From an optimization exercise on the open Yosys and OpenROAD flow, aimed at small area; shortcuts taken in it are not production practice.
In this exercise RTL edits were held to simulation tests only and were not proved equivalent to the original.

## flow/design.v (module list and top-level ports; edited modules follow where they fit)
// module mod_add_sub_rc: 29 lines
// module mod_uni_add_sub: 12 lines
// module mod_div_by_2: 15 lines
// module mm_mul: 10 lines
// module mm_red_a: 60 lines
// module mm_red_b: 29 lines
// module mul12: 385 lines
// module pe_unit: 163 lines
module pe_unit (
    input   logic           clk,
    input   logic           rst,
    input   logic           valid_i,
    input   logic [3:0]     ctrl_i,
    input   logic           mode_i,
    input   poly_arith_pkg::coeff_t         op_a0_i,
    input   poly_arith_pkg::coeff_t         op_a1_i,
    input   poly_arith_pkg::coeff_t         op_a2_i,
    input   poly_arith_pkg::coeff_t         op_a3_i,
    input   poly_arith_pkg::coeff_t         op_b0_i,
    input   poly_arith_pkg::coeff_t         op_b1_i,
    input   poly_arith_pkg::coeff_t         op_b2_i,
    input   poly_arith_pkg::coeff_t         op_b3_i,
    output  poly_arith_pkg::coeff_t         z0_o,
    output  poly_arith_pkg::coeff_t         z1_o,
    output  poly_arith_pkg::coeff_t         z2_o,
    output  poly_arith_pkg::coeff_t         z3_o,
    output  logic           valid_o
);
  // ...
==> flow/flow/run.sh <==
#!/bin/bash
# Standard layout, with one netlist clean-up between synthesis and floorplan:
# flow/fixinv.py removes the inverters that synthesis leaves between full-adder
# cells (a full adder is self-dual, so a cell can take complemented inputs and
# give complemented outputs). Registers, ports and all other cells are kept.
set -euo pipefail
R=orfs/results/${FLOW_PLATFORM}/pe_unit/base
bash standard.sh synth > synth.log 2>&1
cp "$R/1_2_yosys.v" "$R/1_2_yosys.orig.v"
python3 flow/fixinv.py "$R/1_2_yosys.orig.v" "$R/1_2_yosys.v" > fixinv.log 2>&1
rm -f "$R/1_synth.odb" "$R/1_synth.sdc"
bash standard.sh finish > finish.log 2>&1
==> flow/flow/fixinv.py <==
#!/usr/bin/env python3
"""Remove inverters around full adders in a mapped sky130 netlist.

A full adder is self-dual: FA(~a, ~b, ~c) = (~sum, ~cout). Each FA cell may
therefore be "flipped" (fed complemented inputs, giving complemented outputs)
without changing what the design computes. This script collapses every
inverter, chooses by local search which FA cells to flip so that as few
signals as possible are needed in both polarities, and then puts back one
inverter for each signal that some load needs complemented. Flip-flops, ports
and every other cell keep their connections and polarity.

usage: fixinv.py IN.v OUT.v
"""
import re
import sys

INV = re.compile(r"^sky130_fd_sc_hd__(inv|clkinv)_\d+$")
FA = re.compile(r"^sky130_fd_sc_hd__fa_\d+$")
OUTPINS = {"X", "Y", "Q", "Q_N", "SUM", "COUT", "HI", "LO"}
FA_IN = ("A", "B", "CIN")


def main(src, dst):
    text = open(src).read()
    m = re.search(r"\bmodule\s+(\w+)\s*\((.*?)\);", text, re.S)
    body_start = m.end()
    end = text.rindex("endmodule")
    header, body = text[:body_start], text[body_start:end]
    ports = set()
    for d in re.finditer(r"^\s*(input|output|inout)\s+(\[[^\]]*\]\s*)?([^;]+);", body, re.M):
        for nm in d.group(3).split(","):
            ports.add(nm.strip())
    cell_re = re.compile(r"^\s*(sky130_fd_sc_hd__\w+)\s+(\S+)\s*\((.*?)\);\s*$", re.S | re.M)
    cells, order, decl_parts = {}, [], []
    pos = 0
    for cm in cell_re.finditer(body):
        decl_parts.append(body[pos:cm.start()])
        pos = cm.end()
        conns = {}
        for pm in re.finditer(r"\.(\w+)\(\s*(.*?)\s*\)\s*(,|$)", cm.group(3), re.S):
            conns[pm.group(1)] = pm.group(2)
        cells[cm.group(2)] = [cm.group(1), conns]
        order.append(cm.group(2))
    tail = body[pos:]
    decls = "".join(decl_parts)

    def is_port(net):
        return net.split("[")[0].strip() in ports

    drv = {}
    for n, (t, c) in cells.items():
        for p, net in c.items():
            if p in OUTPINS:
                drv[net] = (n, p)

    def is_inv(n):
        return INV.match(cells[n][0]) is not None

    # resolve a net through inverter chains to (source net, inverted)
    def resolve(net):
        inv = False
        seen = 0
        while True:
            d = drv.get(net)
            if d is None or not is_inv(d[0]) or seen > 50:
                return net, inv
            net = cells[d[0]][1]["A"]
            inv = not inv
            seen += 1

    # inverters whose output is a port must stay as they are (their input keeps
    # its polarity); keep them as ordinary cells
    keep_inv = set()
    for n in order:
        if is_inv(n) and is_port(cells[n][1]["Y"]):
            keep_inv.add(n)

    # loads in resolved form: list of (cell, pin, source, inverted)
    loads = []
    for n in order:
        t, c = cells[n]
        if is_inv(n) and n not in keep_inv:
            continue
        for p, net in c.items():
            if p in OUTPINS:
                continue
            if n in keep_inv:
                src_, inv = net, False   # keep exactly
            else:
                src_, inv = resolve(net)
            loads.append((n, p, src_, inv))
    # port outputs driven through inverters: the port net itself is a load
    # of its resolved source
    port_loads = []
    for net, (dn, dp) in drv.items():
        if is_port(net) and is_inv(dn) and dn not in keep_inv:
            pass  # (covered by keep_inv)

    fas = [n for n in order if FA.match(cells[n][0])
           and not is_port(cells[n][1]["SUM"]) and not is_port(cells[n][1]["COUT"])]
    x = {f: False for f in fas}

    # signal polarity: a signal driven by a flipped FA carries its complement
    def drv_flip(s):
        d = drv.get(s)
        return d is not None and d[0] in x and x[d[0]]

    by_src = {}
    for ld in loads:
        by_src.setdefault(ld[2], []).append(ld)

    def need_comp(s):
        # does any load of s need the complement of what the net carries?
        df = drv_flip(s)
        for (c, p, _, inv) in by_src.get(s, []):
            want = inv ^ (x[c] if c in x and p in FA_IN else False)
            if want ^ df:
                return True
        return False

    def touched(f):
        ss = set()
        c = cells[f][1]
        for p in FA_IN:
            ss.add(resolve(c[p])[0])
        for p in ("SUM", "COUT"):
            ss.add(c[p])
        return ss

    def cost(ss):
        return sum(1 for s in ss if need_comp(s))

    improved = True
    rounds = 0
    while improved and rounds < 20:
        improved = False
        rounds += 1
        for f in fas:
            ss = touched(f)
            before = cost(ss)
            x[f] = not x[f]
            after = cost(ss)
            if after < before:
                improved = True
            else:
                x[f] = not x[f]

    # rebuild the netlist
    newcells = {}
    neworder = []
    comp = {}
    newwires = []
    cnt = [0]

    def comp_net(s):
        if s not in comp:
            cnt[0] += 1
            nn = f"fixinv_n{cnt[0]}"
            newwires.append(nn)
            comp[s] = nn
            newcells[f"fixinv_i{cnt[0]}"] = ["sky130_fd_sc_hd__inv_1", {"A": R(s), "Y": nn}]
            neworder.append(f"fixinv_i{cnt[0]}")
        return comp[s]

    # outputs of flipped FAs carry the complement of the old net: new names
    ren = {}
    for f in fas:
        if x[f]:
            for p in ("SUM", "COUT"):
                cnt[0] += 1
                ren[cells[f][1][p]] = f"fixinv_c{cnt[0]}"
                newwires.append(f"fixinv_c{cnt[0]}")

    def R(net):
        return ren.get(net, net)

    n_inv_before = sum(1 for n in order if is_inv(n))
    for n in order:
        if is_inv(n) and n not in keep_inv:
            continue
        t, c = cells[n]
        nc = dict(c)
        if n not in keep_inv:
            for p, net in c.items():
                if p in OUTPINS:
                    continue
                s, inv = resolve(net)
                want = inv ^ (x[n] if n in x and p in FA_IN else False)
                nc[p] = comp_net(s) if (want ^ drv_flip(s)) else R(s)
        else:
            for p, net in c.items():
                if p not in OUTPINS:
                    nc[p] = R(net)
        for p, net in c.items():
            if p in OUTPINS:
                nc[p] = R(net)
        newcells[n] = [t, nc]
        neworder.insert(len(neworder), n)
    # a net that was driven by a removed inverter and read by nobody now needs no driver;
    # nets of flipped FA outputs keep their names (they now carry the complement)
    n_inv_after = sum(1 for n in neworder if INV.match(newcells[n][0]))
    out = [header, decls.rstrip("\n") + "\n"]
    for nn in newwires:
        out.append(f"  wire {nn};\n")
    for n in neworder:
        t, c = newcells[n]
        pins = ",\n".join(f"    .{p}({v} )" if v.startswith("\\") else f"    .{p}({v})"
                          for p, v in c.items())
        out.append(f"  {t} {n} (\n{pins}\n  );\n")
    out.append(tail)
    out.append(text[end:])
    open(dst, "w").write("".join(out))
    print(f"fixinv: {sum(x.values())} of {len(fas)} full adders flipped; "
          f"inverters {n_inv_before} -> {n_inv_after}", file=sys.stderr)


if __name__ == "__main__":
    main(sys.argv[1], sys.argv[2])
==> flow/standard.sh <==
#!/bin/bash
# synth_recipe.tcl (not shown) runs the flow's synth.tcl, then flattens the netlist and writes it again
# the make line also repeats each setting of config.mk as NAME=value (left out here)
make -C /OpenROAD-flow-scripts/flow DESIGN_CONFIG=/design/flow/config.mk WORK_HOME=/design/flow/orfs CLKGATE_MAP_FILE= SYNTH_SCRIPT=/design/flow/synth_recipe.tcl "${@:-finish}"
==> flow/config.mk <==
export PLATFORM = sky130hd
export DESIGN_NAME = pe_unit
export DESIGN_NICKNAME = pe_unit
export VERILOG_FILES = /design/flow/design.v
export SDC_FILE = /design/flow/constraint.sdc
export NUM_CORES = 4
export LEC_CHECK = 0
export CAP_MARGIN = 20
export CORE_MARGIN = 2
export CORE_UTILIZATION = 45
export PLACE_DENSITY = 0.65
export SLEW_MARGIN = 20
==> flow/constraint.sdc <==
create_clock -name core_clock -period 9.5 [get_ports {clk}]
set_input_delay 1.9000 -clock core_clock [delete_from_list [all_inputs] [get_ports {clk}]]
set_output_delay 1.9000 -clock core_clock [all_outputs]
set_load 0.01 [all_outputs]
==> impl_metrics.csv, run 1 <==
group,metric,value,unit
outcome,status,"complete, no violations",
route,wl_met1,74200,um
placement,placed_cell_area,57600,um^2
run,cap_violations,0,
worst_setup_path,r2r_start,"r_intt4$_DFF_P_",
clock_network,cts_max_level,3,
die,core-area,119000,um^2
worst_setup_path,crit_required,10.03,ns
finish,seq_cells,607,
grt,met1_usage,39.6,%
grt,grt_max_degree,77,
sta,setup_ws,0.638,ns
clock_network,cts_root_buffer,"clkbuf_16",
sta,max_freq,113,MHz
finish,final_common_cell,"nor2_1",
min_path,whs_endpoint,"d6[26]$_DFF_P_",
worst_setup_path,start_kind,"register",
finish,largest_cell_class,"multi-input gates",
finish,n_antenna_cell,10,
min_path,whs_path_depth,0,
die,num_rows,127,
min_path,hold_start,"d5[26]$_DFF_P_",
finish,syn_to_final_growth,11.2,%
==> run 2: changes to the inputs <==
==> flow/flow/run.sh (replaced) <==
#!/bin/bash
# Standard layout, with one netlist clean-up between synthesis and floorplan:
# flow/fixinv.py removes the inverters that synthesis leaves between full-adder
# cells (a full adder is self-dual, so a cell can take complemented inputs and
# give complemented outputs). Registers, ports and all other cells are kept.
# The port buffers that placement inserts are buf_1 cells (the standard flow
# picks a larger cell for them); each port still gets its own buffer.
set -euo pipefail
R=orfs/results/${FLOW_PLATFORM}/pe_unit/base
bash standard.sh synth > synth.log 2>&1
cp "$R/1_2_yosys.v" "$R/1_2_yosys.orig.v"
python3 flow/fixinv.py "$R/1_2_yosys.orig.v" "$R/1_2_yosys.v" > fixinv.log 2>&1
rm -f "$R/1_synth.odb" "$R/1_synth.sdc"
bash standard.sh finish "BUFFER_PORTS_ARGS=-buffer_cell sky130_fd_sc_hd__buf_1" > finish.log 2>&1
--- a/flow/config.mk
+++ b/flow/config.mk
@@ -8,5 +8,6 @@
 export CAP_MARGIN = 20
 export CORE_MARGIN = 2
 export CORE_UTILIZATION = 45
+export CTS_BUF_LIST = sky130_fd_sc_hd__clkbuf_4 sky130_fd_sc_hd__clkbuf_8
 export PLACE_DENSITY = 0.65
 export SLEW_MARGIN = 20
==> impl_metrics.csv, run 2 <==
group,metric,value,unit
worst_setup_path,rr_worst_depth,22,
route,via_per_inst,5.85,
grt,antenna_found_initial,20,
sta,setup_violations,0,
grt,busiest_layer,"met2",
finish,drive_above_1_share,11.8,%
sta,setup_ws,0.812,ns
placement,io_buffers,151,
die,io_pins,153,
finish,reg_top3,"b1 (96), d2 (72), d4 (60)",
grt,gr-usage-met3,7.75,%
sta,max_freq,115,MHz
finish,fin_util,49.5,%
sta,finalHoldViolCount,0,
route,first_iter_violations,5302,
die,die_height,350,um
grt,use_met2,46.9,%
finish,largest_reg_flops,96,
die,fp.dieW,350,um
worst_setup_path,endpoint_kind,"register",
finish,nets,7010,
finish,register_area,12200,um^2
worst_setup_path,cp.arrival,9.31,ns
sta,slew_viol_final,0,
synthesis,netlist_area,54000,um^2
finish,final_cell_mix,"664 x nor2_1, 633 x fa_1, 602 x dfxtp_1",
route,ant_nets,0,
route,routedWlPerCell,25.0,um
clock_network,cts_made_buffers,99,
grt,grt_pass1_vias,43690,
worst_setup_path,crit_required,10.13,ns
sta,tightest_slew,1.12,ns
route,post-route-drc-count,0,
clock_network,holdBufCountCts,0,
clock_network,clock_sinks,607,
min_path,whs_path_depth,0,
clock_network,cts_root_buffer,"clkbuf_8",
grt,met1_usage,41.6,%
clock_network,post_cts_resize_count,0,
route,routed_wl,191000,um
min_path,whs_endpoint,"d7[1]$_DFF_P_",
outcome,status,"complete, no violations",
worst_setup_path,reg2reg_slack,0.81,ns
die,initial_core_util,45.2,%
grt,grt_use_total,31.0,%
sta,finalSetupTns,0,ns
route,drt_pre_antenna_iters,10,
clock_network,clock_path_buffers,3,
die,die-area,123000,um^2
finish,multi_input_area,39000,um^2
clock_network,cts_tree,"built",
worst_setup_path,crit_chain,"buf_12, mux2i_1, buf_4, nor2_1, fa_1, fa_1, fa_1, fa_1, fa_1, fa_1, inv_1, nor2b_1, o2111ai_1, nand3_1, a2111oi_0, nor2_1, xnor2_1, nor2_1, or3b_2, fa_1, inv_1, fa_1",
run,cap_violations,0,
worst_setup_path,start_kind,"register",
synthesis,post_synth_inst_count,5789,
placement,dp_hpwl,153000,um
sta,rsz0062_at_grt,"no",
synthesis,syn_area_per_cell,9.32,um^2
finish,syn_to_final_growth,9.66,%
clock_network,cts_max_level,3,
sta,slew_headroom,23.2,%
worst_setup_path,critical-path-slowest-cell,"a2111oi_0",
die,core-area,119000,um^2
finish,regMostFlops,"b1",
grt,overflow,0,
sta,finClkSkew,0.0844,ns
worst_setup_path,slowest_delay,0.86,ns
synthesis,ys_warn_count,2,
worst_setup_path,r2r_start,"r_intt4$_DFF_P_",
worst_setup_path,crit_fanout,24,
finish,final_common_cell,"nor2_1",
clock_network,post_cts_buffers,0,
min_path,hold_start,"d6[1]$_DFF_P_",
sta,post-route-period-util,91.5,%
worst_setup_path,crit_top_cell,"fa_1",
placement,gp_congestion,1.03,
grt,grt_pass1_wl,281000,um
die,num_rows,127,
sta,period_needed,8.69,ns
synthesis,syn-num-nets,6862,
placement,dp_slack,0.852,ns
finish,fill_cells,11292,
worst_setup_path,regToRegEndpoint,"px[7]$_DFF_P_",
worst_setup_path,path_class,"register to register",
route,vias,44708,
clock_network,clk_latency,0.82,ns
grt,grt_max_degree,70,
clock_network,clk_pin_slew,0.07,ns
min_path,hp-class,"register to register",
[run 2: layout make-up]
type	count	share of cell area, %
Multi-Input combinational cell	4440	65.9
Timing Repair Buffer	321	3.17
Inverter	468	2.97
Clock buffer	147	3.13
Tap cell	1612	3.41
Sequential cell	607	20.6
Clock inverter	36	0.860
Antenna cell	12	0.0507
[run 2: critical path, delay by kind of cell (launching register included)]
kind / cells / cell delay, ns
AOI/OAI and AO/OA: 2 / 1.10
buffers and inverters: 4 / 0.68
and+or+nand+nor: 6 / 1.25
adders and majority gates: 8 / 3.85
muxes: 1 / 0.37
xor gates and xnor gates: 1 / 0.59
DFF: 1 / 0.64
[run 2: through the flow]
stage	instance area [um^2]	cells	hold WS [ns]
floorplan	54000	5789	0.310
global placement	56800	7448	0.310
detailed placement	56800	7448	0.312
CTS	59100	7631	0.276
global route	59200	7634	0.292
finish	59200	7643	0.278
[run 2: worst max-delay path by stage]
stage,cells after the start,to,startpoint,slack [ns]
2_1_floorplan,26,px[21]$_DFF_P_,r_intt4$_DFF_P_,1.37
3_3_place_gp,25,z[34]$_DFF_P_,py[0]$_DFF_P_,0.95
3_5_place_dp,25,z[34]$_DFF_P_,py[0]$_DFF_P_,0.85
4_1_cts,24,z[22]$_DFF_P_,py[13]$_DFF_P_,0.85
5_1_grt,24,px[4]$_DFF_P_,r_intt4$_DFF_P_,0.39
6_report,22,px[7]$_DFF_P_,r_intt4$_DFF_P_,0.81
[run 2: layer usage]
layer | vias to the layer above | part of all wire, %
met4 | 18 | 5.5
met2 | 2253 | 43
met1 | 21953 | 41
met5 | - | 0.068
li1 | 20005 | -
met3 | 479 | 11
==> run 3: changes to the inputs <==
--- a/flow/config.mk
+++ b/flow/config.mk
@@ -7,7 +7,7 @@
 export LEC_CHECK = 0
 export CAP_MARGIN = 20
 export CORE_MARGIN = 2
-export CORE_UTILIZATION = 45
+export CORE_UTILIZATION = 60
 export CTS_BUF_LIST = sky130_fd_sc_hd__clkbuf_4 sky130_fd_sc_hd__clkbuf_8
-export PLACE_DENSITY = 0.65
+export PLACE_DENSITY = 0.75
 export SLEW_MARGIN = 20
==> impl_metrics.csv, run 3 <==
group,metric,value,unit
grt,grt_max_degree,67,
clock_network,clock_sinks,607,
die,die-area,92400,um^2
worst_setup_path,regToRegEndpoint,"px[7]$_DFF_P_",
grt,grt_pass1_vias,44022,
finish,largest_reg_flops,96,
sta,slew_headroom,18.6,%
worst_setup_path,reg2reg_slack,0.68,ns
finish,syn_to_final_growth,8.18,%
finish,reg_top3,"b1 (96), d2 (72), d4 (60)",
route,via_per_inst,6.28,
route,routed_wl,184000,um
route,wl_met3,20500,um
synthesis,ys_warn_count,2,
route,top_layer,"met5",
worst_setup_path,crit_required,10.10,ns
worst_setup_path,crit_end,"px[7]$_DFF_P_",
worst_setup_path,r2r_start,"r_intt4$_DFF_P_",
die,die_height,304,um
grt,antenna_found_initial,8,
sta,post-route-period-util,92.8,%
sta,slew_viol_final,0,
die,core-area,88800,um^2
clock_network,clk_pin_slew,0.07,ns
sta,finalSetupTns,0,ns
grt,grt_use_total,39.4,%
finish,final_area,58400,um^2
outcome,status,"complete, no violations",
clock_network,cts_made_buffers,96,
route,wl_met2,78500,um
clock_network,cts_tree,"built",
placement,placed_cell_area,56100,um^2
die,fp.dieW,304,um
route,drt_pre_antenna_iters,13,
synthesis,syn_area_per_cell,9.32,um^2
die,io_pins,153,
route,wl_met1,70600,um
sta,finalHoldViolCount,0,
synthesis,syn-num-nets,6862,
die,initial_core_util,60.8,%
clock_network,post_cts_buffers,0,
clock_network,post_cts_resize_count,0,
route,ant_nets,0,
worst_setup_path,start_kind,"register",
die,num_rows,109,
sta,period_needed,8.82,ns
worst_setup_path,cp.arrival,9.42,ns
sta,max_freq,113,MHz
clock_network,cts_root_buffer,"clkbuf_8",
placement,io_buffers,151,
worst_setup_path,path_class,"register to register",
worst_setup_path,crit_start,"r_intt4$_DFF_P_",
sta,rsz0062_at_grt,"no",
clock_network,cts_max_level,3,
sta,tightest_slew,1.22,ns
sta,setup_violations,0,
finish,drive_above_1_share,11.5,%
worst_setup_path,crit_fanout,13,
route,vias,45091,
sta,finClkSkew,0.0812,ns
placement,dp_hpwl,148000,um
min_path,whs_path_depth,0,
clock_network,clock_path_buffers,3,
finish,nets,6996,
finish,final_common_cell,"nor2_1",
grt,grt_pass1_wl,273000,um
route,routedWlPerCell,25.6,um
route,post-route-drc-count,0,
grt,overflow,0,
finish,final_cell_mix,"664 x nor2_1, 633 x fa_1, 602 x dfxtp_1",
synthesis,post_synth_inst_count,5789,
worst_setup_path,rr_worst_depth,21,
route,first_iter_violations,5492,
clock_network,holdBufCountCts,0,
run,cap_violations,0,
worst_setup_path,endpoint_kind,"register",
synthesis,netlist_area,54000,um^2
placement,gp_congestion,1.07,
placement,dp_slack,0.774,ns
sta,setup_ws,0.682,ns
finish,regMostFlops,"b1",
clock_network,clk_latency,0.80,ns
min_path,hp-class,"register to register",
finish,fin_util,65.8,%
run 3: changes by cell type in the layout (fill, tap and decap cells not counted), sizes merged:
cell    before  now
clkbuf     150  143
inv        476  474
clkinv      14   16
buf        318  307
bufinv       9    8
run 3: cell type report:
class	instances	area (um^2)
Inverter	468	1760
Clock buffer	140	1800
Sequential cell	607	12200
Clock inverter	35	442
Multi-Input combinational cell	4440	39000
Fill cell	7311	30400
Antenna cell	12	30.0
Timing Repair Buffer	310	1780
Tap cell	1165	1460
run 3: metal layers:
metal  vias to the layer above  global-route usage [%]
li1                      19968                       -
met5                         -                       0
met2                      2561                    58.8
met3                       604                    9.55
met4                         8                    24.9
met1                     21950                    51.4
run 3: worst max-delay path, stage by stage, from the launching register on:
cell       delay, ns
dfxtp_4         0.51
mux2i_1         0.85
nor2_1          0.09
ha_1            0.34
fa_1            0.48
fa_1            0.51
fa_1            0.45
fa_1            0.46
fa_1            0.49
fa_1            0.44
inv_1           0.09
nor2b_1         0.06
o2111ai_1       0.26
nand3_1         0.21
a2111oi_0       0.83
nor2_1          0.14
xnor2_1         0.59
nor2_1          0.24
or3b_2          0.54
fa_1            0.50
inv_1           0.06
fa_1            0.46
run 3: worst min path at each step:
stage / startpoint / endpoint / slack [ns]
3_5_place_dp: d2[57]$_DFF_P_ / d3[33]$_DFF_P_ / 0.31
6_report: d5[16]$_DFF_P_ / d6[16]$_DFF_P_ / 0.29
5_1_grt: d2[56]$_DFF_P_ / d3[32]$_DFF_P_ / 0.29
3_3_place_gp: d5[29]$_DFF_P_ / d6[29]$_DFF_P_ / 0.31
2_1_floorplan: d2[48]$_DFF_P_ / d3[24]$_DFF_P_ / 0.31
4_1_cts: d2[56]$_DFF_P_ / d3[32]$_DFF_P_ / 0.27
run 3: metrics by stage:
step	cells	hold slack, ns
floorplan	5789	0.310
global placement	6989	0.310
detailed placement	6990	0.312
CTS	7165	0.274
global route	7171	0.285
finish	7177	0.289
==> run 4: changes to the inputs <==
--- a/flow/config.mk
+++ b/flow/config.mk
@@ -7,7 +7,7 @@
 export LEC_CHECK = 0
 export CAP_MARGIN = 20
 export CORE_MARGIN = 2
-export CORE_UTILIZATION = 60
+export CORE_UTILIZATION = 70
 export CTS_BUF_LIST = sky130_fd_sc_hd__clkbuf_4 sky130_fd_sc_hd__clkbuf_8
-export PLACE_DENSITY = 0.75
+export PLACE_DENSITY = 0.85
 export SLEW_MARGIN = 20
==> impl_metrics.csv, run 4 <==
group,metric,value,unit
sta,setup_ws,0.606,ns
route,post-route-drc-count,0,
placement,dp_hpwl,147000,um
synthesis,ys_warn_count,2,
route,routed_wl,188000,um
die,fp.dieW,282,um
finish,drive_above_1_share,11.4,%
clock_network,cts_max_level,3,
synthesis,post_synth_inst_count,5789,
clock_network,clock_path_buffers,3,
clock_network,clock_sinks,607,
sta,max_freq,112,MHz
clock_network,holdBufCountCts,0,
die,num_rows,101,
worst_setup_path,start_kind,"register",
sta,period_needed,8.89,ns
sta,tightest_slew,1.31,ns
finish,final_area,58200,um^2
finish,final_cell_mix,"664 x nor2_1, 633 x fa_1, 602 x dfxtp_1",
die,core-area,76100,um^2
finish,regMostFlops,"b1",
worst_setup_path,crit_fanout,3,
route,drt_pre_antenna_iters,9,
route,via_per_inst,6.59,
die,die_height,282,um
grt,overflow,0,
grt,grt_pass1_wl,279000,um
run,cap_violations,0,
sta,hold_ws,0.310,ns
grt,grt_pass1_vias,45525,
synthesis,syn-num-nets,6862,
die,io_pins,153,
sta,finalHoldViolCount,0,
route,ant_nets,0,
clock_network,cts_root_buffer,"clkbuf_8",
grt,grt_max_degree,67,
placement,placed_cell_area,55800,um^2
die,die-area,79300,um^2
clock_network,clk_pin_slew,0.07,ns
grt,antenna_found_initial,14,
finish,nets,6986,
sta,slew_headroom,11.8,%
worst_setup_path,cp.arrival,9.51,ns
sta,slew_viol_final,0,
sta,rsz0062_at_grt,"no",
sta,finClkSkew,0.0789,ns
min_path,hp-class,"register to register",
finish,syn_to_final_growth,7.86,%
clock_network,clk_latency,0.79,ns
synthesis,netlist_area,54000,um^2
finish,largest_reg_flops,96,
worst_setup_path,reg2reg_slack,0.61,ns
finish,final_common_cell,"nor2_1",
worst_setup_path,crit_required,10.11,ns
sta,finalSetupTns,0,ns
worst_setup_path,endpoint_kind,"register",
grt,grt_use_total,47.8,%
finish,reg_top3,"b1 (96), d2 (72), d4 (60)",
clock_network,post_cts_resize_count,0,
worst_setup_path,path_class,"register to register",
placement,io_buffers,151,
clock_network,post_cts_buffers,0,
synthesis,syn_area_per_cell,9.32,um^2
clock_network,cts_tree,"built",
die,initial_core_util,70.9,%
placement,dp_slack,0.730,ns
sta,post-route-period-util,93.6,%
outcome,status,"complete, no violations",
route,vias,46330,
clock_network,cts_made_buffers,99,
route,routedWlPerCell,26.7,um
sta,setup_violations,0,
placement,gp_congestion,1.08,
route,first_iter_violations,6870,
[run 4: stage by stage]
| step | utilization [%] | instances |
|---|---|---|
| 2_1_floorplan | - | 5789 |
| 3_3_place_gp | 73.4 | 6841 |
| 3_5_place_dp | 73.4 | 6841 |
| 4_1_cts | 76.5 | 7021 |
| 5_1_grt | 76.5 | 7024 |
| 6_report | 76.5 | 7031 |
[run 4: layout make-up]
type                       count  area, um^2
inverter                     468        1760
timing repair buffer         297        1680
sequential                   607       12200
fill                        5329       17900
multi-input combinational   4440       39000
antenna                        9        22.5
clock buffer                 139        1810
clock inverter                41         539
tap                         1030        1290
[run 4: critical path, stage by stage (launching register included)]
cell      delay, ns
dfxtp_1        0.30
ha_1           0.24
fa_1           0.45
a21o_1         0.18
a21oi_1        0.21
o21bai_1       0.11
a2111o_1       0.44
a31o_2         0.25
a21o_1         0.19
a21o_1         0.18
a21o_1         0.21
ha_1           0.34
fa_1           0.41
fa_1           0.46
fa_1           0.46
fa_1           0.47
fa_1           0.47
fa_1           0.46
fa_1           0.47
fa_1           0.47
fa_1           0.46
fa_1           0.44
xor2_1         0.21
xnor2_1        0.15
o21a_1         0.53
o221ai_1       0.22
[run 4: routing by layer]
layer	routed length, um	track usage (%)	vias up
li1	-	-	19963
met3	24000	14.3	809
met5	110	0	-
met1	67500	59.9	22439
met4	17900	36.4	16
met2	78200	69.6	3103
[run 4: path summary, 6_finish.rpt]
check	startpoint	to	depth (start not counted)
max	py[0]$_DFF_P_	z[35]$_DFF_P_	25
max reg2reg	py[0]$_DFF_P_	z[35]$_DFF_P_	25
min	d5[13]$_DFF_P_	d6[13]$_DFF_P_	0
min reg2reg	d5[13]$_DFF_P_	d6[13]$_DFF_P_	0
==> run 5: changes to the inputs <==
==> flow/flow/run.sh (replaced) <==
#!/bin/bash
set -euo pipefail
R=orfs/results/${FLOW_PLATFORM}/pe_unit/base
bash standard.sh synth > synth.log 2>&1
cp "$R/1_2_yosys.v" "$R/1_2_yosys.orig.v"
python3 flow/fixinv.py "$R/1_2_yosys.orig.v" "$R/1_2_yosys.v" > fixinv.log 2>&1
rm -f "$R/1_synth.odb" "$R/1_synth.sdc"
bash standard.sh finish "BUFFER_PORTS_ARGS=-buffer_cell sky130_fd_sc_hd__buf_1" \
  "CTS_ARGS=-sink_clustering_enable -repair_clock_nets -buf_list {sky130_fd_sc_hd__clkbuf_4} -dont_use_dummy_load" \
  > finish.log 2>&1
--- a/flow/config.mk
+++ b/flow/config.mk
@@ -7,7 +7,7 @@
 export LEC_CHECK = 0
 export CAP_MARGIN = 20
 export CORE_MARGIN = 2
-export CORE_UTILIZATION = 70
-export CTS_BUF_LIST = sky130_fd_sc_hd__clkbuf_4 sky130_fd_sc_hd__clkbuf_8
-export PLACE_DENSITY = 0.85
+export CORE_UTILIZATION = 60
+export CTS_BUF_LIST = sky130_fd_sc_hd__clkbuf_4
+export PLACE_DENSITY = 0.75
 export SLEW_MARGIN = 20
==> impl_metrics.csv, run 5 <==
group,metric,value,unit
route,vias,45329,
worst_setup_path,crit_top_cell,"fa_1",
clock_network,cts_max_level,4,
clock_network,cts_tree,"built",
placement,dp_hpwl,148000,um
route,routedWlPerCell,25.7,um
worst_setup_path,start_kind,"register",
clock_network,clk_pin_slew,0.08,ns
clock_network,post_cts_resize_count,0,
finish,regMostFlops,"b1",
worst_setup_path,reg2reg_slack,0.57,ns
route,routed_wl,184000,um
clock_network,clock_path_buffers,3,
clock_network,post_cts_buffers,0,
route,post-route-drc-count,0,
sta,post-route-period-util,94.0,%
finish,register_area,12200,um^2
die,fp.dieW,304,um
finish,syn_to_final_growth,6.16,%
clock_network,clock_sinks,607,
placement,io_buffers,151,
die,core-area,88800,um^2
finish,multi_input_area,39000,um^2
placement,gp_congestion,1.07,
route,drt_pre_antenna_iters,14,
sta,slew_headroom,19.6,%
worst_setup_path,critical-path-slowest-cell,"nor2_1",
synthesis,ys_warn_count,2,
finish,largest_reg_flops,96,
finish,fill_cells,7494,
clock_network,holdBufCountCts,0,
clock_network,cts_made_buffers,154,
sta,period_needed,8.93,ns
worst_setup_path,crit_fanout,11,
worst_setup_path,path_class,"register to register",
min_path,hp-class,"register to register",
sta,hold_ws,0.278,ns
grt,antenna_found_initial,14,
synthesis,netlist_area,54000,um^2
finish,final_cell_mix,"664 x nor2_1, 633 x fa_1, 602 x dfxtp_1",
die,num_rows,109,
worst_setup_path,endpoint_kind,"register",
route,ant_nets,0,
grt,grt_pass1_vias,44156,
outcome,status,"complete, no violations",
sta,slew_viol_final,0,
sta,rsz0062_at_grt,"no",
sta,finClkSkew,0.154,ns
worst_setup_path,slowest_delay,0.87,ns
die,io_pins,153,
synthesis,post_synth_inst_count,5789,
synthesis,syn_area_per_cell,9.32,um^2
die,initial_core_util,60.8,%
synthesis,syn-num-nets,6862,
worst_setup_path,crit_chain,"nor2_1, buf_4, mux2i_1, buf_4, or2_2, fa_1, inv_1, fa_1, fa_1, fa_1, fa_1, ha_1, o21ai_0, nor2b_1, o31ai_1, a21oi_1, a21boi_0, o31ai_1, xnor2_1, nand2_1, mux2i_1, fa_1, fa_1, inv_1",
route,first_iter_violations,5657,
route,via_per_inst,6.34,
clock_network,cts_root_buffer,"clkbuf_4",
worst_setup_path,cp.arrival,9.75,ns
finish,nets,7054,
worst_setup_path,crit_required,10.32,ns
sta,finalSetupTns,0,ns
finish,drive_above_1_share,11.2,%
die,die_height,304,um
grt,overflow,0,
sta,setup_violations,0,
grt,grt_use_total,39.5,%
grt,grt_pass1_wl,273000,um
run,cap_violations,0,
sta,tightest_slew,1.21,ns
die,die-area,92400,um^2
finish,final_common_cell,"nor2_1",
finish,reg_top3,"b1 (96), d2 (72), d4 (60)",
clock_network,clk_latency,1.06,ns
sta,max_freq,112,MHz
sta,finalHoldViolCount,0,
grt,grt_max_degree,67,
## run 5: worst paths after layout
path	from	end	depth (start not counted)
max	r_cwm$_DFF_P_	px[44]$_DFF_P_	24
min	d6[0]$_DFF_P_	d7[0]$_DFF_P_	0
max reg2reg	r_cwm$_DFF_P_	px[44]$_DFF_P_	24
min reg2reg	d6[0]$_DFF_P_	d7[0]$_DFF_P_	0
## run 5: routing by layer
metal | global-route usage (%) | up-vias | part of all wire [%]
met5 | 0 | - | 0.022
met4 | 24.0 | 6 | 7.4
met3 | 9.92 | 634 | 11
met2 | 59.1 | 2725 | 43
met1 | 51.5 | 21927 | 38
li1 | - | 20037 | -
## run 5: critical path, delay by kind of cell, from the launching register on
| kind | cells | cell delay (ns) |
|---|---|---|
| xor+xnor | 1 | 0.44 |
| mux | 2 | 0.40 |
| fa+ha+maj | 8 | 3.78 |
| flops | 1 | 0.33 |
| compound gates | 5 | 1.43 |
| simple gates | 4 | 1.70 |
| buf+inv | 4 | 0.62 |
## run 5: per-stage QoR
stage | worst slack (ns) | std cells | utilization [%] | instance area [um^2]
2_1_floorplan | 1.37 | 5789 | - | 54000
3_3_place_gp | 0.921 | 6989 | 63.2 | 56100
3_5_place_dp | 0.774 | 6990 | 63.2 | 56100
4_1_cts | 0.730 | 7144 | 64.5 | 57300
5_1_grt | 0.0500 | 7147 | 64.5 | 57300
6_report | 0.568 | 7155 | 64.5 | 57300
## run 5: layout make-up
class,instances,area share [%]
flip-flops and latches,607,21.2
repair buffers,310,3.10
clock buffers,154,2.02
multi-input cells,4440,68.0
well taps,1165,2.54
inverters,468,3.07
diodes,11,0.0480
==> run 6: changes to the inputs <==
--- a/flow/config.mk
+++ b/flow/config.mk
@@ -5,6 +5,7 @@
 export SDC_FILE = /design/flow/constraint.sdc
 export NUM_CORES = 4
 export LEC_CHECK = 0
+export ABC_AREA = 1
 export CAP_MARGIN = 20
 export CORE_MARGIN = 2
 export CORE_UTILIZATION = 60
==> impl_metrics.csv, run 6 <==
group,metric,value,unit
die,die_height,304,um
worst_setup_path,endpoint_kind,"register",
sta,tightest_slew,1.34,ns
synthesis,netlist_area,54200,um^2
die,num_rows,110,
die,fp.dieW,304,um
clock_network,cts_root_buffer,"clkbuf_4",
synthesis,ys_warn_count,2,
synthesis,syn-num-nets,8116,
sta,setup_violations,0,
grt,grt_pass1_wl,281000,um
clock_network,post_cts_resize_count,0,
clock_network,cts_made_buffers,156,
worst_setup_path,crit_required,10.38,ns
placement,gp_congestion,1.07,
grt,overflow,0,
clock_network,post_cts_buffers,0,
finish,syn_to_final_growth,5.70,%
die,io_pins,153,
finish,drive_above_1_share,6.12,%
finish,largest_reg_flops,96,
worst_setup_path,crit_top_cell,"fa_1",
finish,final_cell_mix,"1716 x nand2_1, 1000 x inv_1, 756 x nor2_1",
clock_network,cts_max_level,4,
placement,dp_hpwl,149000,um
worst_setup_path,cp.arrival,9.48,ns
clock_network,holdBufCountCts,0,
route,drt_pre_antenna_iters,8,
clock_network,clk_pin_slew,0.08,ns
sta,post-route-period-util,90.5,%
route,first_iter_violations,5310,
worst_setup_path,critical-path-slowest-cell,"dfxtp_4",
grt,grt_max_degree,76,
sta,slew_viol_final,0,
sta,finClkSkew,0.133,ns
outcome,status,"complete, no violations",
clock_network,clock_path_buffers,3,
sta,period_needed,8.60,ns
route,vias,49170,
worst_setup_path,path_delay_family,"adder cells",
route,routedWlPerCell,21.9,um
clock_network,cts_tree,"built",
synthesis,post_synth_inst_count,7043,
worst_setup_path,start_kind,"register",
run,cap_violations,0,
route,via_per_inst,5.83,
worst_setup_path,crit_fanout,54,
die,core-area,89700,um^2
worst_setup_path,path_class,"register to register",
sta,hold_ws,0.263,ns
finish,nets,8311,
finish,final_common_cell,"nand2_1",
sta,max_freq,116,MHz
sta,rsz0062_at_grt,"no",
sta,finalHoldViolCount,0,
sta,finalSetupTns,0,ns
finish,reg_top3,"b1 (96), d2 (72), d4 (60)",
grt,grt_use_total,40.2,%
route,ant_nets,0,
grt,antenna_found_initial,20,
synthesis,syn_area_per_cell,7.69,um^2
die,die-area,92700,um^2
worst_setup_path,crit_buf_inv,1,
route,post-route-drc-count,0,
sta,slew_headroom,10.0,%
route,routed_wl,184000,um
finish,regMostFlops,"b1",
placement,io_buffers,151,
grt,grt_pass1_vias,48247,
die,initial_core_util,60.4,%
worst_setup_path,slowest_delay,0.69,ns
min_path,hp-class,"register to register",
clock_network,clk_latency,1.09,ns
clock_network,clock_sinks,607,
[run 6: cell types whose count changed in the layout (fill, tap and decap cells not counted), sizes merged, moves of 75 or more]
cell,previous run,this run
nand3,80,394
o21ai,276,457
nor2,665,772
inv,468,1003
xnor2,151,76
a21oi,289,211
mux2,187,8
mux2i,278,41
nand2,416,1751
[run 6: final timing paths]
check,start,endpoint,slack (ns),cells past startpoint
worst max-delay path,r_intt4$_DFF_P_,px[27]$_DFF_P_,0.90,25
worst min-delay path,d5[14]$_DFF_P_,d6[14]$_DFF_P_,0.26,0
worst max register to register,r_intt4$_DFF_P_,px[27]$_DFF_P_,0.90,25
worst min register to register,d5[14]$_DFF_P_,d6[14]$_DFF_P_,0.26,0
[run 6: final cells by class]
class	count	area, um^2
repair buffers	248	1310
well taps	1176	1470
multi-input cells	5221	37300
diodes	18	45.0
clock buffers	156	1170
fillers	8039	32500
inverters	1004	3770
flip-flops and latches	607	12200
[run 6: layer usage]
metal | up-vias | GRT usage [%] | wire length (um)
met5 | - | 0 | 46
met4 | 8 | 29.3 | 15700
met3 | 749 | 10.3 | 19900
met2 | 2778 | 61.3 | 80400
met1 | 23076 | 49.4 | 68200
li1 | 22559 | - | -
[run 6: through the flow]
stage	instance area [um^2]	setup slack (ns)	std cells	util [%]
detailed placement	56000	1.08	8255	62.4
global placement	56000	1.20	8255	62.4
finish	57300	0.901	8430	63.8
global route	57200	0.417	8413	63.8
CTS	57200	1.02	8411	63.7
floorplan	54200	2.19	7043	-
==> run 7: changes to the inputs <==
==> flow/flow/run.sh (replaced) <==
#!/bin/bash
set -euo pipefail
R=orfs/results/${FLOW_PLATFORM}/pe_unit/base
bash standard.sh synth > synth.log 2>&1
cp "$R/1_2_yosys.v" "$R/1_2_yosys.orig.v"
python3 flow/fixinv.py "$R/1_2_yosys.orig.v" "$R/1_2_yosys.v" > fixinv.log 2>&1
rm -f "$R/1_synth.odb" "$R/1_synth.sdc"
bash standard.sh finish "BUFFER_PORTS_ARGS=-buffer_cell sky130_fd_sc_hd__buf_1" \
  "CTS_ARGS=-sink_clustering_enable -repair_clock_nets -buf_list {sky130_fd_sc_hd__clkbuf_4 sky130_fd_sc_hd__clkbuf_8} -dont_use_dummy_load" \
  > finish.log 2>&1
==> flow/config.mk (replaced) <==
export PLATFORM = sky130hd
export DESIGN_NAME = pe_unit
export DESIGN_NICKNAME = pe_unit
export VERILOG_FILES = /design/flow/design.v
export SDC_FILE = /design/flow/constraint.sdc
export NUM_CORES = 4
export LEC_CHECK = 0
export CAP_MARGIN = 20
export CORE_MARGIN = 2
export CORE_UTILIZATION = 60
export CTS_BUF_LIST = sky130_fd_sc_hd__clkbuf_4 sky130_fd_sc_hd__clkbuf_8
export PLACE_DENSITY = 0.75
export SLEW_MARGIN = 20
==> impl_metrics.csv, run 7 <==
group,metric,value,unit
outcome,status,"complete, no violations",
grt,grt_use_total,39.2,%
clock_network,cts_max_level,3,
finish,largest_reg_flops,96,
finish,reg_top3,"b1 (96), d2 (72), d4 (60)",
finish,drive_above_1_share,10.4,%
sta,finClkSkew,0.124,ns
grt,grt_max_degree,67,
die,num_rows,109,
die,initial_core_util,60.8,%
clock_network,cts_made_buffers,96,
placement,io_buffers,151,
clock_network,clk_latency,0.79,ns
clock_network,clk_pin_slew,0.06,ns
worst_setup_path,rr_worst_depth,23,
die,fp.dieW,304,um
synthesis,netlist_area,54000,um^2
route,via_per_inst,6.32,
route,vias,44813,
sta,setup_violations,0,
sta,finalHoldViolCount,0,
die,die_height,304,um
placement,dp_hpwl,148000,um
sta,finalSetupTns,0,ns
min_path,whs_endpoint,"d6[16]$_DFF_P_",
grt,grt_pass1_vias,43837,
die,io_pins,153,
die,core-area,88800,um^2
worst_setup_path,reg2reg_slack,0.62,ns
synthesis,post_synth_inst_count,5789,
sta,tightest_slew,1.30,ns
worst_setup_path,crit_fanout,11,
grt,overflow,0,
route,routedWlPerCell,25.8,um
finish,final_cell_mix,"664 x nor2_1, 633 x fa_1, 602 x dfxtp_1",
finish,syn_to_final_growth,6.47,%
route,routed_wl,183000,um
sta,max_freq,113,MHz
worst_setup_path,r2r_start,"r_cwm$_DFF_P_",
clock_network,post_cts_resize_count,0,
clock_network,holdBufCountCts,0,
clock_network,post_cts_buffers,0,
worst_setup_path,endpoint_kind,"register",
synthesis,syn-num-nets,6862,
clock_network,clock_path_buffers,3,
clock_network,cts_tree,"built",
worst_setup_path,crit_required,10.07,ns
clock_network,cts_root_buffer,"clkbuf_8",
min_path,hold_start,"d5[16]$_DFF_P_",
die,die-area,92400,um^2
grt,antenna_found_initial,7,
sta,period_needed,8.88,ns
worst_setup_path,path_class,"register to register",
route,post-route-drc-count,0,
grt,grt_pass1_wl,271000,um
placement,gp_congestion,1.07,
sta,post-route-period-util,93.5,%
route,first_iter_violations,5385,
finish,final_common_cell,"nor2_1",
synthesis,ys_warn_count,2,
finish,regMostFlops,"b1",
worst_setup_path,regToRegEndpoint,"px[40]$_DFF_P_",
sta,rsz0062_at_grt,"no",
worst_setup_path,start_kind,"register",
min_path,whs_path_depth,0,
clock_network,clock_sinks,607,
sta,slew_viol_final,0,
route,ant_nets,0,
route,drt_pre_antenna_iters,9,
synthesis,syn_area_per_cell,9.32,um^2
sta,slew_headroom,12.1,%
min_path,hp-class,"register to register",
finish,nets,6996,
run,cap_violations,0,
worst_setup_path,cp.arrival,9.45,ns
-- run 7: layout make-up --
cell class,count,area (um^2)
Timing Repair Buffer,310,1780
Tap cell,1165,1460
Multi-Input combinational cell,4440,39000
Sequential cell,607,12200
Antenna cell,10,25.0
Inverter,468,1760
Fill cell,7438,31300
Clock buffer,96,1320
-- run 7: worst max-delay path by stage --
| stage | cells after the start | start | slack [ns] | endpoint |
|---|---|---|---|---|
| after floorplan | 26 | r_intt4$_DFF_P_ | 1.37 | px[21]$_DFF_P_ |
| after global placement | 25 | py[42]$_DFF_P_ | 0.92 | z[11]$_DFF_P_ |
| after detailed placement | 25 | px[42]$_DFF_P_ | 0.77 | z[11]$_DFF_P_ |
| after CTS | 25 | px[42]$_DFF_P_ | 0.72 | z[11]$_DFF_P_ |
| after global routing | 28 | r_cwm$_DFF_P_ | 0.08 | px[44]$_DFF_P_ |
| final | 23 | r_cwm$_DFF_P_ | 0.62 | px[40]$_DFF_P_ |
-- run 7: worst max-delay path, cell delays in order, from the launching register on --
cell and delay, ns:
dfxtp_2 0.32, nor2_1 0.86, buf_4 0.34, mux2i_1 0.09, buf_4 0.19, or2_2 0.31, fa_1 0.50, inv_1 0.05
fa_1 0.43, fa_1 0.47, fa_1 0.57, fa_1 0.42, ha_1 0.35, o21ai_0 0.23, nor2b_1 0.27, o31ai_1 0.11
a21oi_1 0.34, a21boi_0 0.24, o31ai_1 0.48, xnor2_1 0.37, or2_2 0.42, and3_1 0.21, fa_1 0.54, fa_1 0.51
-- run 7: per-layer routing --
metal  track usage (%)  vias to the layer above  wire (um)
li1                  -                    19886          -
met1              51.1                    21783      70100
met2              59.0                     2538      79000
met3              9.75                      598      20300
met4              23.4                        8      13500
met5                 0                        -         40
-- run 7: stage by stage --
| step | util, % | worst slack [ns] | hold WS (ns) | area [um^2] | cells |
|---|---|---|---|---|---|
| floorplan | - | 1.37 | 0.310 | 54000 | 5789 |
| global placement | 63.2 | 0.921 | 0.310 | 56100 | 6989 |
| detailed placement | 63.2 | 0.774 | 0.312 | 56100 | 6990 |
| CTS | 64.7 | 0.720 | 0.261 | 57400 | 7086 |
| global route | 64.7 | 0.0832 | 0.269 | 57400 | 7091 |
| finish | 64.7 | 0.617 | 0.269 | 57500 | 7096 |
==> run 8: changes to the inputs <==
--- a/flow/flow/run.sh
+++ b/flow/flow/run.sh
@@ -6,5 +6,6 @@
 python3 flow/fixinv.py "$R/1_2_yosys.orig.v" "$R/1_2_yosys.v" > fixinv.log 2>&1
 rm -f "$R/1_synth.odb" "$R/1_synth.sdc"
 bash standard.sh finish "BUFFER_PORTS_ARGS=-buffer_cell sky130_fd_sc_hd__buf_1" \
+  "GLOBAL_PLACEMENT_ARGS=-keep_resize_below_overflow 0" \
   "CTS_ARGS=-sink_clustering_enable -repair_clock_nets -buf_list {sky130_fd_sc_hd__clkbuf_4 sky130_fd_sc_hd__clkbuf_8} -dont_use_dummy_load" \
   > finish.log 2>&1
==> impl_metrics.csv, run 8 <==
group,metric,value,unit
sta,post-route-period-util,96.2,%
sta,rsz0062_at_grt,"yes",
die,initial_core_util,60.8,%
placement,gp_congestion,1.04,
finish,regMostFlops,"b1",
sta,slew_viol_final,0,
clock_network,cts_max_level,3,
placement,dpl.cell_count,6882,
sta,hold_ws,0.213,ns
clock_network,cts_tree,"built",
clock_network,clk_latency,0.81,ns
synthesis,netlist_area,54000,um^2
run,cap_violations,0,
worst_setup_path,cp.arrival,9.71,ns
finish,final_cell_mix,"663 x nor2_1, 633 x fa_1, 602 x dfxtp_1",
outcome,status,"complete, no violations",
sta,finalHoldViolCount,0,
route,wl_met1,70100,um
route,first_iter_violations,5835,
worst_setup_path,start_kind,"register",
finish,syn_to_final_growth,6.36,%
sta,period_needed,9.14,ns
route,wl_met2,78400,um
route,ant_nets,0,
clock_network,clock_sinks,607,
min_path,hp-class,"register to register",
sta,max_freq,109,MHz
route,routedWlPerCell,26.2,um
grt,overflow,0,
sta,tightest_slew,1.24,ns
die,die-area,92400,um^2
route,wl_met3,21100,um
route,top_layer,"met5",
route,drt_pre_antenna_iters,10,
grt,grt_use_total,39.3,%
clock_network,clock_path_buffers,3,
clock_network,post_cts_buffers,0,
sta,setup_violations,0,
clock_network,clk_pin_slew,0.06,ns
finish,fill_cells,7304,
clock_network,cts_made_buffers,99,
die,io_pins,153,
synthesis,ys_warn_count,2,
synthesis,syn-num-nets,6862,
finish,nets,6892,
grt,grt_pass1_wl,272000,um
finish,fin_cells,6991,
worst_setup_path,path_class,"register to register",
grt,grt_pass1_vias,43739,
die,fp.dieW,304,um
finish,largest_reg_flops,96,
finish,reg_top3,"b1 (96), d2 (72), d4 (60)",
finish,final_common_cell,"nor2_1",
route,vias,44670,
route,via_per_inst,6.39,
placement,dp_hpwl,145000,um
grt,grt_max_degree,64,
die,die_height,304,um
worst_setup_path,crit_required,10.07,ns
die,num_rows,109,
sta,finClkSkew,0.128,ns
synthesis,post_synth_inst_count,5789,
grt,antenna_found_initial,13,
finish,drive_above_1_share,10.0,%
die,core-area,88800,um^2
worst_setup_path,reg2reg_slack,0.36,ns
worst_setup_path,crit_fanout,47,
sta,slew_headroom,14.9,%
worst_setup_path,endpoint_kind,"register",
placement,io_buffers,151,
synthesis,syn_area_per_cell,9.32,um^2
route,post-route-drc-count,0,
route,routed_wl,183000,um
clock_network,cts_root_buffer,"clkbuf_8",
## run 8: area by class of cell
class                   count  area (um^2)  share of cell area (%)
diodes                      9         22.5                  0.0392
clock buffers              99         1360                    2.37
inverters                 468         1760                    3.06
multi-input cells        4440        39300                    68.5
flip-flops and latches    607        12200                    21.2
well taps                1165         1460                    2.54
repair buffers            203         1330                    2.31
## run 8: worst max-delay path, stage by stage, from the launching register on
cell and delay, ns:
dfxtp_4 0.53, buf_16 0.29, buf_16 0.36, mux2i_2 0.87, nor2_1 0.12, ha_1 0.33
fa_1 0.46, fa_1 0.50, fa_1 0.43, fa_1 0.46, fa_1 0.48, fa_1 0.42
inv_1 0.09, nor2b_1 0.06, o31a_1 0.28, o211a_1 0.27, nor3_1 0.28, o31ai_1 0.13
a2111oi_0 0.44, a21oi_1 0.13, xnor2_2 0.49, nor2_1 0.15, mux2_2 0.32, fa_1 0.51
fa_1 0.47
## run 8: final timing paths
kind	endpoint	cells after the start	startpoint
setup / recovery	px[21]$_DFF_P_	24	r_intt4$_DFF_P_
hold / removal	d7[11]$_DFF_P_	0	d6[11]$_DFF_P_
setup reg to reg	px[21]$_DFF_P_	24	r_intt4$_DFF_P_
hold reg to reg	d7[11]$_DFF_P_	0	d6[11]$_DFF_P_
## run 8: layer usage
layer	track usage [%]	vias to the layer above
met5	0.465	-
met4	24.3	6
met3	10.3	574
met2	58.7	2645
met1	51.2	21766
li1	-	19679
## run 8: repair_timing
action	4_1_cts	5_1_grt
endpoints found under the setup margin	0	52
hold buffers	0	0
resized for setup	0	11
## run 8: through the flow
stage	setup slack, ns	util, %	setup TNS (ns)	area (um^2)
3_3_place_gp	-7.26	61.8	-1832.68	54900
5_1_grt	-0.0350	64.6	-0.0518	57400
6_report	0.358	64.7	0	57400
4_1_cts	0.254	64.5	0	57300
3_5_place_dp	0.281	63.0	0	55900
2_1_floorplan	1.37	-	0	54000

## afterwards: timing with drivers on the ports
No port has a modelled driver above. Below, the same layouts with a new extraction and two added sets of constraints. Step 1: set_driving_cell puts a clkbuf_16 on clk and a buf_2 on each other input, an assumption about the parent block. Step 2 also shifts input and output timing later by t, the mid clock arrival at the registers, as if the neighbouring blocks saw the same clock. Three values: no drivers, after step 1, after step 2; two values: the first two.
run	shift t [ns]	slack for setup (ns)	worst setup path after step 2	latest minus earliest clock arrival (ns)	worst slew at a driven data input, ns
run 1	0.720	0.638 / 0.638 / 0.638	register to register	0.039 / 0.039	0.07
run 2	0.856	0.812 / 0.812 / 0.812	register to register	0.090 / 0.090	0.05
run 3	0.826	0.682 / 0.682 / 0.682	register to register	0.082 / 0.081	0.08
run 4	0.826	0.606 / 0.606 / 0.606	register to register	0.079 / 0.079	0.08
run 5	1.054	0.568 / 0.568 / 0.568	register to register	0.154 / 0.155	0.08
run 6	1.081	0.901 / 0.901 / 0.901	register to register	0.147 / 0.146	0.04
run 7	0.794	0.617 / 0.617 / 0.617	register to register	0.126 / 0.126	0.07
run 8	0.797	0.358 / 0.358 / -0.057	input to register	0.139 / 0.139	0.07
With both steps, setup timing fails in run 8, where it was met with ideal ports. The setup slack of run 8, which loses most, moves by 0.000 ns with the drivers and by -0.415 ns with both steps.
